Context: an optimization exercise on an open-source flow, tuned for small area and a short achievable clock period. The choices shown serve that exercise and are no tape-out recipe. Function was checked by simulation only, so behaviour that the tests miss may differ from the original. Power is estimated from default activity; no workload was simulated.

## the previous run
// MAIN2
module MAIN2(rst, CLK, imem_addr, imem_data, wb_valid, wb_rd, wb_data, SALIDA);
==> flow/config.mk <==
export PLATFORM = sky130hd
export DESIGN_NAME = MAIN2
export DESIGN_NICKNAME = MAIN2
export VERILOG_FILES = /design/flow/design.v
export SDC_FILE = /design/flow/constraint.sdc
export NUM_CORES = 4
export LEC_CHECK = 0
export CAP_MARGIN = 20
export CORE_MARGIN = 2
export CORE_UTILIZATION = 55
export CTS_CLUSTER_DIAMETER = 80
export CTS_CLUSTER_SIZE = 25
export SETUP_SLACK_MARGIN = 5
export SLEW_MARGIN = 20
export SYNTH_HIERARCHICAL = 1
export SYNTH_MINIMUM_KEEP_SIZE = 0
==> flow/constraint.sdc <==
create_clock -name core_clock -period 14.0 [get_ports {CLK}]
set_input_delay 2.8000 -clock core_clock [delete_from_list [all_inputs] [get_ports {CLK}]]
set_output_delay 2.8000 -clock core_clock [all_outputs]
set_load 0.01 [all_outputs]
standard.sh (not shown) runs the stock make flow with config.mk's settings and CLKGATE_MAP_FILE= SYNTH_SCRIPT=/design/flow/synth_recipe.tcl, a recipe that flattens the netlist after the stock synthesis.
==> flow/flow/run.sh <==
#!/bin/bash
set -euo pipefail
bash standard.sh MATCH_CELL_FOOTPRINT=0 SETUP_SLACK_MARGIN=6.5 finish > standard.log 2>&1
> inputs changed (the previous run -> the current run)
==> flow/flow/run.sh <==
#!/bin/bash
set -euo pipefail
bash standard.sh MATCH_CELL_FOOTPRINT=0 SETUP_SLACK_MARGIN=7 finish > standard.log 2>&1
-- flow/config.mk --
<<< the previous run, line 9
export CORE_MARGIN = 2
export CORE_UTILIZATION = 55
export CTS_CLUSTER_DIAMETER = 80
export CTS_CLUSTER_SIZE = 25
export SETUP_SLACK_MARGIN = 5
>>> the current run, line 9
export CORE_MARGIN = 2
export CORE_UTILIZATION = 30
export CTS_CLUSTER_DIAMETER = 100
export CTS_CLUSTER_SIZE = 30
export SETUP_SLACK_MARGIN = 5
## What came out
- Of the current run and the previous run, the previous run shows the lower flop-to-flop setup slack, with the current run above it.
- When the final numbers for the current run and the previous run were put side by side, the worst slack at placement turned out to be smaller in the current run.
- Taking the previous run as the reference, in the current run design area up 5.0%; met2 wire length down 730 um.
- Across both runs, share of the cycle needed by the critical path after routing was lower for the current run than for the previous run.


MAIN2, a different RTL version from the one above (not shown whole).
Size: about 4800 cells after synthesis, about 1700 flip-flops, about 120 I/O pins, roughly 0.074 mm2 of cells after synthesis.
==> flow/config.mk <==
export PLATFORM = sky130hd
export DESIGN_NAME = MAIN2
export DESIGN_NICKNAME = MAIN2
export VERILOG_FILES = /design/flow/design.v
export SDC_FILE = /design/flow/constraint.sdc
export NUM_CORES = 4
export LEC_CHECK = 0
export CAP_MARGIN = 20
export CORE_MARGIN = 2
export CORE_UTILIZATION = 55
export CTS_CLUSTER_DIAMETER = 80
export CTS_CLUSTER_SIZE = 25
export SETUP_SLACK_MARGIN = 5
export SLEW_MARGIN = 20
export SYNTH_HIERARCHICAL = 1
export SYNTH_MINIMUM_KEEP_SIZE = 0
==> flow/constraint.sdc <==
create_clock -name core_clock -period 14.0 [get_ports {CLK}]
set_input_delay 2.8000 -clock core_clock [delete_from_list [all_inputs] [get_ports {CLK}]]
set_output_delay 2.8000 -clock core_clock [all_outputs]
set_load 0.01 [all_outputs]
==> flow/flow/run.sh <==
#!/bin/bash
set -euo pipefail
bash standard.sh MATCH_CELL_FOOTPRINT=0 SETUP_SLACK_MARGIN=6.5 finish > standard.log 2>&1
Change:
==> flow/flow/run.sh (replaced) <==
#!/bin/bash
set -euo pipefail
bash standard.sh MATCH_CELL_FOOTPRINT=0 SETUP_SLACK_MARGIN=7 finish > standard.log 2>&1
Result: Die area stays the same. Design area rose by 2.3%. Final cell count went up by 1.7%. Routed wire length rises by 1.2%. Global-route usage went down by 0.32 points. Hold slack stays flat.
Change:
==> flow/flow/run.sh (replaced) <==
#!/bin/bash
set -euo pipefail
bash standard.sh MATCH_CELL_FOOTPRINT=0 SETUP_SLACK_MARGIN=6 finish > standard.log 2>&1
Result:
- non-clock buffer count shrinks by 114
- setup slack got worse by 610 ps
- die area does not change
- synthesized cell count stays the same
- fmax shrinks by 7.8%
- core utilization shrinks by 1.7 points
- via count shrinks by about 2%
- clock power is about the same
Change:
==> flow/flow/run.sh (replaced) <==
#!/bin/bash
set -euo pipefail
bash standard.sh MATCH_CELL_FOOTPRINT=0 SETUP_SLACK_MARGIN=7.5 finish > standard.log 2>&1
Outcome: Clock power hardly moves; clock skew stays flat; worst hold slack stays flat; die area stays the same; cell count rose by about 5%; total power rose by 5.2%; combinational power rose by 25%; via count rose by 5.7%; routed wire length rose by 8.5%; count of clock-buffer cells in the layout fell by 5.

## what the ideal ports hide
How much do the figures lean on ideal ports? The routed layouts below were timed once more, with nothing changed but the port constraints.
Step 1 sets driving cells, clkbuf_16 on the clock port and buf_2 on the other inputs (assumed; they add their load-dependent delay and slew).
Step 2, shift: input delay + t, output delay - t, t = (earliest + latest rising clock arrival at the registers) / 2. This alone moves slack from input paths to output paths.
Three values: ideal ports, drivers, drivers and shift; two values: the first two.
run | shift t [ns] | slack for setup (ns) | worst register clock-pin slew, ns
the previous run | 0.798 | 6.046 / 6.057 / 5.259 | 0.11 / 0.11
the current run | 0.856 | 6.391 / 6.384 / 5.528 | 0.12 / 0.12
the first run of note 2 | 0.822 | 6.447 / 6.396 / 5.575 | 0.10 / 0.10
the second run of note 2 | 0.829 | 6.749 / 6.709 / 5.880 | 0.10 / 0.10
the third run of note 2 | 0.818 | 6.138 / 6.195 / 5.377 | 0.10 / 0.10
the fourth run of note 2 | 0.831 | 6.807 / 6.639 / 5.808 | 0.11 / 0.11
After both steps every run listed still meets setup and hold. For the fourth run of note 2, which loses most, drivers alone change the setup slack by -0.168 ns; drivers and shift together by -0.999 ns.
